This design comes from an exercise in tuning for small area on the open sky130 flow, not from production work.
Only simulation tests tie the RTL to the original design; equivalence was not proved.
Power and IR drop assume default switching activity.

File: config.mk
export PLATFORM = sky130hd
export DESIGN_NAME = top
export DESIGN_NICKNAME = top
export VERILOG_FILES = /design/flow/design.v
export SDC_FILE = /design/flow/constraint.sdc
export NUM_CORES = 4
export LEC_CHECK = 0
export CAP_MARGIN = 20
export CORE_MARGIN = 2
export CORE_UTILIZATION = 40
export SLEW_MARGIN = 20
File: constraint.sdc
create_clock -name core_clock -period 10.0 [get_ports {clk}]
set_input_delay 2.0000 -clock core_clock [delete_from_list [all_inputs] [get_ports {clk}]]
set_output_delay 2.0000 -clock core_clock [all_outputs]
set_load 0.01 [all_outputs]
File: design.v
`timescale 1ns / 1ps
module clock_divider #(parameter div_value = 1) (
	input wire clk,  
	input wire rst,
	output wire tick  
    );
integer counter;
reg divided_clk;
always @ (posedge clk)
begin
	if (rst)
		counter <= 0;
	else if (counter == div_value)
		counter <= 0;  
	else
		counter <= counter + 1;
end
always @ (posedge clk)
begin
	if (rst)
		divided_clk <= 1'b0;
	else if (counter == div_value)
		divided_clk <= ~divided_clk;  
	else
		divided_clk <= divided_clk;  
end
assign tick = (counter == div_value) && !divided_clk;
endmodule
`timescale 1ns / 1ps
module horizontal_counter(
	input clk,
	input rst,
	input ce,
	output reg v_enable,
	output reg [15:0] h_count
    );
	always @ (posedge clk)
	begin
		if (rst) begin
			h_count <= 0;
			v_enable <= 0;
		end
		else if (ce) begin
			if (h_count < 799) begin
				h_count <= h_count + 1'b1;
				v_enable <= 0;  
			end
			else begin
				h_count <= 0;  
				v_enable <= 1;  
			end
		end
	end
endmodule
`timescale 1ns / 1ps
module vertical_counter(
	input clk,
	input rst,
	input ce,
	input v_enable,
	output reg [15:0] v_count
    );
	always @ (posedge clk)
	begin
		if (rst)
			v_count <= 0;
		else if (ce && v_enable == 1'b1) begin
			if (v_count < 524)
				v_count <= v_count + 1'b1;
			else 
				v_count <= 0;  
		end
	end
endmodule
`timescale 1ns / 1ps
module top(
	input wire clk,
	input wire rst,
	input wire btn_up,
	input wire btn_down,
	output h_sync,
	output v_sync,
	output [2:0] red,
	output [2:0] green,
	output [2:0] blue
    );
wire tick_25M;
wire [15:0] h_count;
wire [15:0] v_count;
wire v_enable;
clock_divider clock_gen(clk, rst, tick_25M);
horizontal_counter horizontal (clk, rst, tick_25M, v_enable, h_count);
vertical_counter vertical (clk, rst, tick_25M, v_enable, v_count);
assign h_sync = (h_count < 96) ? 1'b1:1'b0;
assign v_sync = (v_count < 2) ? 1'b1:1'b0;
reg range;
always @(*) begin
	range = h_count < 784 && h_count > 143 && v_count < 515 && v_count > 34;
end
localparam integer ball_x = 5;
localparam integer ball_y = 5;
reg ball;
always @(*) begin
	ball = (h_count > (144 + 20*ball_x) && h_count < (144 + 20*(ball_x+1))) && (v_count > (35 + 20*ball_y) && v_count < (35 + 20*(ball_y+1)));
end
localparam integer paddle_x = 3;
integer paddle_y;
reg paddle;
always @(posedge clk) begin
	if (rst) paddle_y <= 12;
	else if (btn_up) paddle_y <= (paddle_y > 0) ? paddle_y - 1 : paddle_y;
	else if (btn_down) paddle_y <= (paddle_y < 19) ? paddle_y + 1 : paddle_y;
	else paddle_y <= paddle_y;
end
always @(*) begin
	paddle = (h_count > (144 + 20*paddle_x) && h_count < (144 + 20*(paddle_x+1))) && (v_count > (35 + 20*paddle_y) && v_count < (35 + 20*(paddle_y+5)));
end
reg [3:0] paint_r, paint_g, paint_b;
always @(*) begin
	paint_r = (ball || paddle) ? 3'b111 : 3'b010;  
	paint_g = (ball || paddle) ? 3'b111 : 3'b010;
	paint_b = (ball || paddle) ? 3'b111 : 3'b111;
end
assign red = (range) ? paint_r:3'd0;
assign green = (range) ? paint_g:3'd0;
assign blue = (range) ? paint_b:3'd0;
endmodule
File: run.sh
#!/bin/bash
# synth_recipe.tcl (not shown) runs the flow's synth.tcl, then flattens the netlist and writes it again
# the make line also repeats each setting of config.mk as NAME=value (left out here)
make -C /OpenROAD-flow-scripts/flow DESIGN_CONFIG=/design/flow/config.mk WORK_HOME=/design/flow/orfs CLKGATE_MAP_FILE= SYNTH_SCRIPT=/design/flow/synth_recipe.tcl finish
==> run notes <==
Setup slack on the worst reg-to-reg path comes out at 6430 ps. After detailed routing, the total wire length is 27800 µm. ha_1 takes more of the synthesized area than any other cell.

The worst-case setup margin in the final layout is 907 ps. The antenna diode instance count is 0. Derived from the worst setup path, the maximum achievable clock frequency is 110 MHz.

The post-place setup slack is 1370 ps. The mapped netlist covers 0.0116 mm². The number of antenna violations at the first check in global routing is 0. In the final routed layout, each cell accounts on average for 14.7 µm.

The worst register-to-register path ends at paddle_y[30]$_SDFFE_PP0P_. After technology mapping, the gate count stands at 1516. For the worst flop-to-flop path, the logic depth is 13.

The all-layer global routing usage is 0.185. The critical path goes through ha_1, o21ai_0, nor4_1, nand2_1, nor2_1, nand4_1, xnor2_1, ha_1, ha_1, o21ai_0, o21bai_1, nor3_1, a211oi_2, or4_1, nand3_1, nand4_1, nor3_1, nor4b_1, o2111ai_1, a221oi_1, a221oi_2, clkdlybuf4s50_1. The total of buffers placed on input and output ports came out at 14. The via count of the first global-routing pass came to 9957.

The flip-flop and latch count after synthesis is 98. After synthesis, the share of flip-flops with an asynchronous set or reset is 0. The total negative setup slack is 0 ps.

The final period utilization is 0.909. 15 I/O pins were placed. The die outline height is 174 µm. The most critical setup path has its startpoint at paddle_y[1]$_SDFFE_PP0P_.

The shortest period the worst path allows is 9090 ps. The initial cell density of the core is 0.405. The total power of the final layout came out at 2.98 mW.

The share of Yosys cell area claimed by the top area cell type came out at 0.183. The arrival time reported for the critical path endpoint is 7090 ps. The sink count of the clock tree came out at 98. The die covers 0.0303 mm². The path class of the tightest hold or removal check is register to register. The capturing instance or port of the critical path is green[0].

The die boundary width is 174 µm. The initialized floorplan defines 62 standard-cell rows. After clock tree synthesis, the clock-pin slew on the worst setup and hold paths is 80 ps.

Synthesis produced a netlist with a net count of 1692. The clock tree from TritonCTS is built. The number of endpoints with negative hold slack in the final report came to 0. The power per standard cell area is 242 mW/mm². The region available for standard cell placement spans 0.0285 mm². The maximum count of clock buffers along a single path came out at 2. The slowest stage of the critical path is the nor4_1 cell. STA classifies the critical path endpoint as an output port.

Entering global routing, the biggest net connects 36 pins. The final routed DRC violation total is 0. The run finished with no timing, DRC or antenna violations. Clock latency on the worst-skew pair, taken at its later pin, is 370 ps. The commonest cells after synthesis are ha_1 (169), nor2_1 (144), nand2_1 (138), a21oi_1 (120), dfxtp_1 (98). The warning count from the yosys run came out at 4. Setup repair after global routing left no endpoint under its margin.

The setup path with the least slack is of type register to output port. The worst clock skew is 9.30 ps. The final setup violation count came out at 0. The post-layout net count came out at 1671. In this run the number of H-tree levels came out at 3. STA classifies the critical path startpoint as a register.

In this run, post-CTS repair resized a total of 0 instances. The number of antenna-violating nets in the routed design is 0. The total vias in the final route is 10600.

The number of pins with negative max-slew slack in the final report is 0. The half-perimeter wire length after detailed placement came out at 21700 µm. The static leakage power is 5.34 nW. The number of DRC markers after the initial detailed-route iteration came out at 510. The first global-routing pass estimated 47400 µm of wire.

The max-capacitance violation count came out at 0. The slew of the pin with the lowest slew margin is 931 ps. The required time of the critical path came out at 8000 ps.

Headroom to the max-slew limit came out at 0.374. Routability-driven placement finished with a final weighted congestion of 0.896. Yosys mapped the design onto 80 distinct sky130hd cell types. The cell with the most instances after synthesis is ha_1. Yosys attributes the largest share of cell area to ha_1 (18%), dfxtp_1 (17%), xnor2_1 (6.6%). In the routed layout, each cell is associated on average with a via count of 5.62. The peak supply drop came out at 0.119 mV. The maximum fanout along the worst path is 7.

In this run, post-CTS hold repair placed 0 buffers. The number of iterations in the first detailed-routing pass came out at 5. The most prevalent standard cell on the critical path is ha_1. The total congestion overflow is 0. The average cell area after synthesis is 7.63 µm². In this run the critical register-to-register path is launched from paddle_y[2]$_SDFFE_PP1P_. The number of clock buffers added by TritonCTS is 9. The root buffer cell is clkbuf_16. Relative to the synthesized area, the layout overhead comes to 6.60%. The number of buffers inserted by post-CTS setup repair came out at 0. On the worst path, the slowest cell contributes a delay of 820 ps. In the final layout, the share of cells above drive strength 1 is 0.0380.

Among all flip-flop cells after synthesis, the most frequent one is dfxtp_1. Counting flops with a built-in enable in the synthesized netlist gives 0. The sequential cell area fraction in the yosys report is 0.170.
[power by group]
part | switching (mW) | leakage [nW] | internal [mW]
combinational | 1.18 | 4.39 | 0.865
clock | 0.180 | 0.154 | 0.202
sequential | 0.116 | 0.796 | 0.435
total | 1.48 | 5.34 | 1.50
[flip-flops by register name, indices dropped and copies added (netlist names)]
signal,count
clock_gen.counter,32
clock_gen.divided_clk,1
horizontal.h_count,16
horizontal.v_enable,1
paddle_y,32
vertical.v_count,16
[per-stage QoR]
| stage | std cells | utilization | hold slack, ps | area (µm²) |
|---|---|---|---|---|
| 6_report | 1884 | 0.432 | 484 | 12300 |
| 5_1_grt | 1884 | 0.432 | 513 | 12300 |
| 4_1_cts | 1884 | 0.432 | 488 | 12300 |
| 3_5_place_dp | 1868 | 0.420 | 473 | 12000 |
| 3_3_place_gp | 1868 | 0.420 | 454 | 12000 |
| 2_1_floorplan | 1516 | - | 437 | 11600 |
[how the worst min path moves through the flow]
stage,cells past startpoint,start,endpoint
finish,1,clock_gen.counter[0]$_SDFF_PP0_,clock_gen.counter[0]$_SDFF_PP0_
global route,2,clock_gen.divided_clk$_SDFFE_PP0N_,clock_gen.divided_clk$_SDFFE_PP0N_
CTS,2,horizontal.h_count[15]$_SDFFE_PP0P_,horizontal.h_count[15]$_SDFFE_PP0P_
detailed placement,2,horizontal.h_count[15]$_SDFFE_PP0P_,horizontal.h_count[15]$_SDFFE_PP0P_
global placement,2,horizontal.h_count[15]$_SDFFE_PP0P_,horizontal.h_count[15]$_SDFFE_PP0P_
floorplan,2,horizontal.h_count[15]$_SDFFE_PP0P_,horizontal.h_count[15]$_SDFFE_PP0P_
[worst max-delay path, delay by kind of cell (launching register included)]
family	cells	cell delay (ps)
fa+ha+maj	3	940
simple gates	10	3170
xor+xnor	1	180
flops	1	440
compound gates	7	1380
buf+inv	1	610
[area by class of cell]
| type | instances | area (µm²) |
|---|---|---|
| Timing Repair Buffer | 20 | 185 |
| Sequential cell | 98 | 1960 |
| Clock inverter | 7 | 98.8 |
| Inverter | 57 | 214 |
| Multi-Input combinational cell | 1309 | 9160 |
| Clock buffer | 9 | 225 |
| Tap cell | 384 | 480 |
| Fill cell | 3003 | 16200 |
[routing by layer]
metal / GRT usage / routed length, µm / vias up
met2: 0.305 / 12400 / 124
met5: 0 / 0 / -
met4: 0.0452 / 343 / 0
met1: 0.258 / 14400 / 4903
met3: 0.0197 / 631 / 20
li1: - / - / 5535
[logic make-up after synthesis]
group / after synthesis / synth area share
buffers and inverters: 109 / 0.0393
multiplexers: 11 / 0.0102
flip-flops: 98 / 0.170
adder cells (fa/ha/maj): 172 / 0.188
AND/OR/NAND/NOR: 606 / 0.267
AO/OA/AOI/OAI: 360 / 0.205
XOR/XNOR: 160 / 0.121
[placed cells by master (no fill, tap or decap), types with 7 or more instances in the layout]
cell type	Yosys	final
and4_1	11	11
o211ai_1	12	12
a21o_1	31	31
clkdlybuf4s50_1	0	14
a31oi_1	19	19
o21ai_0	53	53
nor3b_1	10	10
a21oi_1	120	120
or3_1	15	15
dfxtp_1	98	98
nand2b_1	20	20
nand2_1	138	138
o31a_1	7	7
ha_1	169	169
nand4_1	37	37
nor2b_1	18	18
a211oi_1	19	19
nor2_1	144	144
inv_1	57	57
and3_1	24	24
or2_2	13	13
and2_1	11	11
o21a_1	13	13
o21bai_1	7	7
nor3_1	45	45
xor2_1	73	73
nor4_1	27	27
xnor2_1	87	87
clkbuf_16	0	9
nand3_1	62	62

[re-timing with driven ports]
No port has a modelled driver above. Below, the same layout with a new extraction and two added sets of constraints.
Step 1, drivers: a clkbuf_16 drives clk and a buf_2 each remaining input, both assumed.
Step 2 moves the port delays by t, midway between the first and last clock arrival at a register: inputs arrive t later, outputs are due t later. That takes back most of the time a late clock gives input paths.
Three values: no drivers, after step 1, after step 2; two values: the first two.
t (ns): 0.414
setup slack, ns: 0.907 / 0.856 / 1.270
worst hold slack (ns): 0.484 / 0.484 / 0.484
After both steps this run still meets setup and hold. For this run, drivers alone change the setup slack by -0.051 ns; drivers and shift together by +0.363 ns.
